This is an optimization exercise on Yosys and OpenROAD, whose aim is small area, not a production implementation.
Only simulation tests tie the RTL to the original design; equivalence was not proved.
The clock input has no modelled driver; a real chip could not lean on it and would need a root buffer or a full tree.
No activity file was given, so power comes from the tool's default toggle rates.

zinc:
==> module IR_decoder, before the edit <==
module IR_decoder( input wire FPGA_CLK, input wire FPGA_RST, input wire IR,output reg [3:0] DIG, output reg [7:0] SEG);
	wire clk = FPGA_CLK;
	wire rst_n = FPGA_RST;
	reg irda_reg0_n, irda_reg1, irda_reg2_n;
	always @(posedge clk) begin
		irda_reg0_n <= ~(IR & rst_n);
		irda_reg1 <= ~irda_reg0_n & rst_n;
		irda_reg2_n <= ~(irda_reg1 & rst_n);
	end
	wire irda_reg2 = ~irda_reg2_n;
	wire neg  = irda_reg2 & ~irda_reg1;
	wire pos  = ~irda_reg2 & irda_reg1;
	wire chng = irda_reg2 ^ irda_reg1;
	localparam [10:0] PRE_START = 11'b10100011000;
	localparam [10:0] PRE_INV = 11'b01010101010;
	reg [10:0] pre_q;
	wire [10:0] pre = pre_q ^ PRE_INV;
	wire tick = &{pre[9:8], pre[6:4], pre[2:0]};
	always @(posedge clk)
		if (!rst_n | chng | tick) pre_q <= PRE_START ^ PRE_INV;
		else pre_q <= {pre[9:0], ~(pre[10] ^ pre[8])} ^ PRE_INV;
	wire leader_ok;
	reg [6:0] thi;
	reg [1:0] tj;
	wire [8:0] tcnt = {thi, tj[1], tj[1] ^ tj[0]};
	wire [6:0] thi_c = {thi_c[5:0] & thi[5:0], tick & tj[1] & ~tj[0]};
	always @(posedge clk)
		if (!rst_n | chng) begin
			thi <= 7'd81 | {1'b0, rst_n & leader_ok, 5'b00000};
			tj <= {1'b1, ~(rst_n & leader_ok)};
		end else begin
			thi <= thi ^ thi_c;
			if (tick) tj <= {tj[0], ~tj[1]};
		end
	wire check_9ms = ((tcnt >= 9'd32) & (tcnt <= 9'd110));
	wire check_4ms = check_9ms;
	wire low  = ((tcnt >= 9'd333) & (tcnt <= 9'd351));
	wire high = ((tcnt >= 9'd365) & (tcnt <= 9'd383));
	localparam IDLE = 2'd1, LEADER_9 = 2'd0, LEADER_4 = 2'd2, DATA_STATE = 2'd3;
	reg [1:0] cs;
	reg [1:0] ns;
	reg [2:0] byte_cnt;
	reg [2:0] bit_cnt;
	reg error_flag;
	wire cnt32 = (byte_cnt == 3'b110) & (bit_cnt == 3'd0);
	wire byte2 = byte_cnt[1] & ~byte_cnt[2];
	always @(*) begin
		if (cs == IDLE)          ns = irda_reg1 ? IDLE : LEADER_9;
		else if (cs == LEADER_9) ns = pos ? (check_9ms ? LEADER_4 : IDLE) : LEADER_9;
		else if (cs == LEADER_4) ns = neg ? (check_4ms ? DATA_STATE : IDLE) : LEADER_4;
		else                     ns = ((cnt32 & irda_reg2 & irda_reg1) | error_flag) ? IDLE : DATA_STATE;
	end
	assign leader_ok = (cs == LEADER_9) & pos & check_9ms;
	always @(posedge clk)
		if (!rst_n) cs <= IDLE;
		else cs <= ns;
	wire in_data = (cs == DATA_STATE);
	wire [2:0] bit_cnt_c = {bit_cnt_c[1:0] & bit_cnt[1:0], neg};
	always @(posedge clk) begin
		if (!in_data) begin
			byte_cnt <= 3'b000;
			bit_cnt <= 3'd0;
			error_flag <= 1'b0;
		end else begin
			bit_cnt <= bit_cnt ^ bit_cnt_c;
			if (neg & (bit_cnt == 3'd7)) byte_cnt <= {byte_cnt[1:0], ~byte_cnt[2]};
			if ((pos & !low) | (neg & !low & !high)) error_flag <= 1'b1;
		end
	end
	localparam [3:0] DEAD = 4'b0001;
	reg [3:0] cmd;
	wire cap = neg & byte2;
	wire [31:0] kill_b1 = 32'b01111011010101011010111110101111;
	always @(posedge clk)
		if (cap)
			case (bit_cnt)
				3'd4:    cmd <= cmd[3] ? DEAD : {cmd[2:0], high};
				3'd5:    cmd <= high ? DEAD : cmd;
				3'd6:    cmd <= kill_b1[{cmd, high}] ? DEAD : cmd;
				3'd7:    cmd <= high ? DEAD : cmd;
				default: cmd <= {cmd[2:0], high};
			endcase
	reg [3:0] key;
	always @(posedge clk)
		if (rst_n & cnt32 & irda_reg1)
			key <= cmd;
	wire [15:0] seg0 = 16'h0055, seg1 = 16'h08a2, seg2 = 16'h000a, seg3 = 16'h1177,
	            seg4 = 16'hd5d5, seg5 = 16'hc149, seg6 = 16'h7171;
	always @(*) begin
		DIG = 4'b0000;
		SEG = {1'b1, seg6[key], seg5[key], seg4[key], seg3[key], seg2[key], seg1[key], seg0[key]};
	end
endmodule
Settings: LEC_CHECK=0, CAP_MARGIN=20, CORE_MARGIN=2, CORE_UTILIZATION=35, PLACE_DENSITY=0.85, SLEW_MARGIN=20; clock period 10.0 ns.
standard.sh (not shown) runs the stock make flow with config.mk's settings and CLKGATE_MAP_FILE= SYNTH_SCRIPT=/design/flow/synth_recipe.tcl, a recipe that flattens the netlist after the stock synthesis.
==> flow/flow/run.sh <==
#!/bin/bash
# Own layout flow: the standard ORFS flow with
#  - area-oriented ABC mapping in synthesis (flow/my_synth.tcl) and no
#    separate half/full-adder mapping, so ABC sees all the logic,
#  - one tie cell for all constant outputs (flow/onetie.tcl after floorplan),
#  - buf_1 port buffers,
#  - a clock tree of two clkbuf_8 that the clock port drives, each for
#    half of the registers (flow/mycts.tcl after CTS).
set -euo pipefail
HERE=$(pwd)
export BUFFER_PORTS_ARGS="-buffer_cell sky130_fd_sc_hd__buf_1"
export CTS_ARGS="-sink_clustering_enable -sink_clustering_size 60 -sink_clustering_max_diameter 300 -buf_list sky130_fd_sc_hd__clkbuf_4 -root_buf sky130_fd_sc_hd__clkbuf_4 -dont_use_dummy_load -repair_clock_nets"
export POST_FLOORPLAN_TCL=$HERE/flow/post_floorplan.tcl
export POST_CTS_TCL=$HERE/flow/post_cts.tcl
export MYCTS_GROUPS=2
export MYCTS_CELL=sky130_fd_sc_hd__clkbuf_8
bash standard.sh SYNTH_SCRIPT=$HERE/flow/my_synth.tcl ADDER_MAP_FILE= SKIP_REPAIR_TIE_FANOUT=1 finish > $HERE/standard_flow.log 2>&1
Other scripts of this flow, unchanged in this note and not shown: flow/flow/abc_area.script, flow/flow/my_synth.tcl, flow/flow/mycts.tcl, flow/flow/onetie.tcl, flow/flow/post_cts.tcl, flow/flow/post_floorplan.tcl
> inputs changed (zinc -> ember)
--- a/flow/design.v
+++ b/flow/design.v
@@ -33,13 +33,13 @@
 			if (tick) tj <= {tj[0], ~tj[1]};
 		end
 	wire check_9ms = ((tcnt >= 9'd32) & (tcnt <= 9'd110));
 	wire check_4ms = check_9ms;
 	wire low  = ((tcnt >= 9'd333) & (tcnt <= 9'd351));
 	wire high = ((tcnt >= 9'd365) & (tcnt <= 9'd383));
-	localparam IDLE = 2'd1, LEADER_9 = 2'd0, LEADER_4 = 2'd2, DATA_STATE = 2'd3;
+	localparam IDLE = 2'd1, LEADER_9 = 2'd2, LEADER_4 = 2'd3, DATA_STATE = 2'd0;
 	reg [1:0] cs;
 	reg [1:0] ns;
 	reg [2:0] byte_cnt;
 	reg [2:0] bit_cnt;
 	reg error_flag;
 	wire cnt32 = (byte_cnt == 3'b110) & (bit_cnt == 3'd0);
Results
Compared with zinc, width of the chip in ember increased slightly. Taking zinc as the reference point, the area fraction in and, or, nand and nor cells after synthesis of ember rises by 2.1 points. Diff zinc -> ember: post-synthesis cell count rose by 4, sum of routed wire length over all layers stayed essentially flat, total combinational power rose by 64%, worst hold slack rose by 0.0034 ns.
No run of this note takes its clock network from TritonCTS; it comes from the design's own scripts or RTL.

==> static timing again, ports no longer ideal <==
The results above use ideal ports. As a check the final layouts listed here were re-extracted and re-timed, cells and wires unchanged. Step 1 sets driving cells, clkbuf_16 on the clock port and buf_2 on the other inputs (assumed; they add their load-dependent delay and slew). Step 2 also shifts input and output timing later by t, the mid clock arrival at the registers, as if the neighbouring blocks saw the same clock. Three values: no drivers, after step 1, after step 2; two values: the first two.
run	t, ns	slack for setup (ns)	hold slack, ns	worst setup path after step 2	worst register clock-pin slew, ns
zinc	0.199	6.511 / 6.475 / 6.674	0.383 / 0.383 / 0.383	register to output	0.11 / 0.11
ember	0.199	6.543 / 6.510 / 6.509	0.386 / 0.386 / 0.386	input to register	0.11 / 0.11
After both steps setup and hold are still met in every run listed. For ember, which loses most, drivers alone change the setup slack by -0.033 ns; drivers and shift together by -0.034 ns.
